Background: an optimization exercise with open tools, aiming at small area. Do not read the settings as production practice. The RTL was checked by simulation tests, not by an equivalence proof against the original design. Power and IR drop assume default switching activity.

cedar:
## mojo_top_0
module mojo_top_0(clk, rst, vga_h_sync, vga_v_sync, vga_R, vga_G, vga_B, quadA, quadB);
For scale: ~400 cells after synthesis, ~24 flip-flops, roughly 2400 um^2 of cells after synthesis.
export LEC_CHECK = 0
export ABC_AREA = 1
export CAP_MARGIN = 20
export CORE_MARGIN = 2
export CORE_UTILIZATION = 40
export GPL_TIMING_DRIVEN = 0
export SLEW_MARGIN = 20
export SYNTH_MEMORY_MAX_BITS = 32768
create_clock -name core_clock -period 5.0 [get_ports {clk}]
standard.sh (not shown) runs the stock make flow with config.mk's settings and CLKGATE_MAP_FILE= SYNTH_SCRIPT=/design/flow/synth_recipe.tcl, a recipe that flattens the netlist after the stock synthesis.
==> flow/flow/run.sh <==
#!/bin/bash
# The standard layout (the standard.sh), except that ORFS's synthesis maps the
# logic with an area-oriented ABC script (flow/abc_area.script) instead of abc_area.script
# / abc_speed.script. Everything else (synth_recipe.tcl, the flow settings, the
# registers, floorplan, placement, routing) is left as standard.sh has it, except:
#  - the port buffers are sky130_fd_sc_hd__buf_1 (BUFFER_PORTS_ARGS),
#  - CTS inserts no dummy loads and clusters up to 32 sinks per buffer (CTS_ARGS).
set -euo pipefail
D=$(pwd)
sed "s|^source \$::env(SCRIPTS_DIR)/synth_preamble.tcl\$|&\nset abc_args [lreplace \$abc_args 1 1 $D/flow/abc_area.script]|" \
  "$FLOW_HOME/scripts/synth.tcl" > "$D/flow_synth.tcl"
grep -q "abc_args \[lreplace" "$D/flow_synth.tcl"
sed "s|source \$::env(SCRIPTS_DIR)/synth.tcl|source $D/flow_synth.tcl|" synth_recipe.tcl > "$D/my_synth.tcl"
grep -q "flow_synth.tcl" "$D/my_synth.tcl"
sed "s|SYNTH_SCRIPT=[^ ]*|SYNTH_SCRIPT=$D/my_synth.tcl|" standard.sh > "$D/my_standard.sh"
grep -q "SYNTH_SCRIPT=$D/my_synth.tcl" "$D/my_standard.sh"
bash "$D/my_standard.sh" \
  "BUFFER_PORTS_ARGS=-buffer_cell sky130_fd_sc_hd__buf_1" \
  "CTS_ARGS=-sink_clustering_enable -sink_clustering_size 32 -sink_clustering_max_diameter 200 -repair_clock_nets -dont_use_dummy_load" \
  finish > "$D/make.log" 2>&1
==> flow/flow/abc_area.script <==
strash
dch -f
map -a
topo
Modified inputs, birch compared to cedar
Settings: a deleted GPL_TIMING_DRIVEN that had been 0.
==> flow/run.sh (new file) <==
#!/bin/bash
# synth_recipe.tcl (not shown) runs the flow's synth.tcl, then flattens the netlist and writes it again
# the make line also repeats each setting of config.mk as NAME=value (left out here)
make -C /OpenROAD-flow-scripts/flow DESIGN_CONFIG=/design/flow/config.mk WORK_HOME=/design/flow/orfs CLKGATE_MAP_FILE= SYNTH_SCRIPT=/design/flow/synth_recipe.tcl finish
removed: flow/flow/run.sh
removed: flow/flow/abc_area.script
removed: flow/standard.sh
Results
~same insertion delay to the later sink of the worst-skew pair in birch and cedar
H-tree depth: cedar vs birch identical
STATUS setup slack on the worst flop-to-flop path: birch wins against cedar
The die used by birch is larger than the one used by cedar.

Starting RTL as in the previous note.
==> flow/config.mk <==
export PLATFORM = sky130hd
export DESIGN_NAME = mojo_top_0
export DESIGN_NICKNAME = mojo_top_0
export VERILOG_FILES = /design/flow/design.v
export SDC_FILE = /design/flow/constraint.sdc
export NUM_CORES = 4
export LEC_CHECK = 0
export ABC_AREA = 1
export CAP_MARGIN = 20
export CORE_MARGIN = 2
export CORE_UTILIZATION = 40
export SLEW_MARGIN = 20
export SYNTH_MEMORY_MAX_BITS = 32768
==> flow/constraint.sdc <==
create_clock -name core_clock -period 5.0 [get_ports {clk}]
set_input_delay 1.0000 -clock core_clock [delete_from_list [all_inputs] [get_ports {clk}]]
set_output_delay 1.0000 -clock core_clock [all_outputs]
set_load 0.01 [all_outputs]
==> flow/flow/run.sh <==
#!/bin/bash
# The standard layout (the standard.sh), except that ORFS's synthesis maps the
# logic with an area-oriented ABC script (flow/abc_area.script) instead of abc_area.script
# / abc_speed.script. Everything else (synth_recipe.tcl, the flow settings, the
# registers, floorplan, placement, CTS, routing) is left as standard.sh has it.
set -euo pipefail
D=$(pwd)
sed "s|^source \$::env(SCRIPTS_DIR)/synth_preamble.tcl\$|&\nset abc_args [lreplace \$abc_args 1 1 $D/flow/abc_area.script]|" \
  "$FLOW_HOME/scripts/synth.tcl" > "$D/flow_synth.tcl"
grep -q "abc_args \[lreplace" "$D/flow_synth.tcl"
sed "s|source \$::env(SCRIPTS_DIR)/synth.tcl|source $D/flow_synth.tcl|" synth_recipe.tcl > "$D/my_synth.tcl"
grep -q "flow_synth.tcl" "$D/my_synth.tcl"
sed "s|SYNTH_SCRIPT=[^ ]*|SYNTH_SCRIPT=$D/my_synth.tcl|" standard.sh > "$D/my_standard.sh"
grep -q "SYNTH_SCRIPT=$D/my_synth.tcl" "$D/my_standard.sh"
bash "$D/my_standard.sh" > "$D/make.log" 2>&1
==> flow/flow/abc_area.script <==
strash
dch -f
map -a
topo
Rerun with:
--- a/flow/flow/run.sh
+++ b/flow/flow/run.sh
@@ -2,6 +2,9 @@
 # The standard layout (the standard.sh), except that ORFS's synthesis maps the
 # logic with an area-oriented ABC script (flow/abc_area.script) instead of abc_area.script
-# / abc_speed.script. Everything else (synth_recipe.tcl, the flow settings, the
-# registers, floorplan, placement, CTS, routing) is left as standard.sh has it.
+# / abc_speed.script, and leaves adders to ABC too (ADDER_MAP_FILE empty: no extract_fa
+# into half/full-adder cells). Everything else (synth_recipe.tcl, the flow settings, the
+# registers, floorplan, placement, routing) is left as standard.sh has it, except:
+#  - the port buffers are sky130_fd_sc_hd__buf_1 (BUFFER_PORTS_ARGS),
+#  - CTS inserts no dummy loads and clusters up to 32 sinks per buffer (CTS_ARGS).
 set -euo pipefail
 D=$(pwd)
@@ -13,3 +16,7 @@
 sed "s|SYNTH_SCRIPT=[^ ]*|SYNTH_SCRIPT=$D/my_synth.tcl|" standard.sh > "$D/my_standard.sh"
 grep -q "SYNTH_SCRIPT=$D/my_synth.tcl" "$D/my_standard.sh"
-bash "$D/my_standard.sh" > "$D/make.log" 2>&1
+bash "$D/my_standard.sh" \
+  "ADDER_MAP_FILE=" \
+  "BUFFER_PORTS_ARGS=-buffer_cell sky130_fd_sc_hd__buf_1" \
+  "CTS_ARGS=-sink_clustering_enable -sink_clustering_size 32 -sink_clustering_max_diameter 200 -repair_clock_nets -dont_use_dummy_load" \
+  finish > "$D/make.log" 2>&1
==> flow/flow/abc_area.script (replaced) <==
&get -n
&st
&dch -f
&nf -a -p -F 8 -A 8 -R 1000
&put
topo
- GPL_TIMING_DRIVEN: default -> 0
=>
- The changed run finished clean
- combinational power is lower by 37%
- routed wire length is lower by 18%
- hold slack improves by 0.026 ns
- global-route usage is lower by 2.8 points
- via count is lower by 11%
- critical path depth is lower by 2
- count of clock-buffer cells in the layout is lower by 1

-- re-timing with driven ports --
No port has a modelled driver above. Below, the same layouts with a new extraction and two added sets of constraints.
Step 1 (the two cells are an assumption about what drives the block):
set clk [get_ports {clk}]
set_driving_cell -lib_cell sky130_fd_sc_hd__clkbuf_16 $clk
set_driving_cell -lib_cell sky130_fd_sc_hd__buf_2 [delete_from_list [all_inputs] $clk]
Step 2 moves the port delays by t, midway between the first and last clock arrival at a register: inputs arrive t later, outputs are due t later. That takes back most of the time a late clock gives input paths.
Three values: ideal, step 1, step 2; two values: the first two.
| run | t (ns) | setup slack, ns | slew at the worst register clock pin (ns) | worst data-port slew with drivers (ns) | pins driven straight from the clock port |
|---|---|---|---|---|---|
| cedar | 0.292 | 0.299 / 0.299 / 0.299 | 0.09 / 0.09 | 0.03 | 1 |
| birch | 0.287 | 1.891 / 1.891 / 1.891 | 0.08 / 0.08 | 0.03 | 1 |
| the first run of note 2 | 0.293 | 0.685 / 0.685 / 0.685 | 0.09 / 0.09 | 0.03 | 1 |
| the second run of note 2 | 0.279 | 0.559 / 0.559 / 0.559 | 0.08 / 0.08 | 0.03 | 1 |
After both steps every run listed still meets setup and hold.
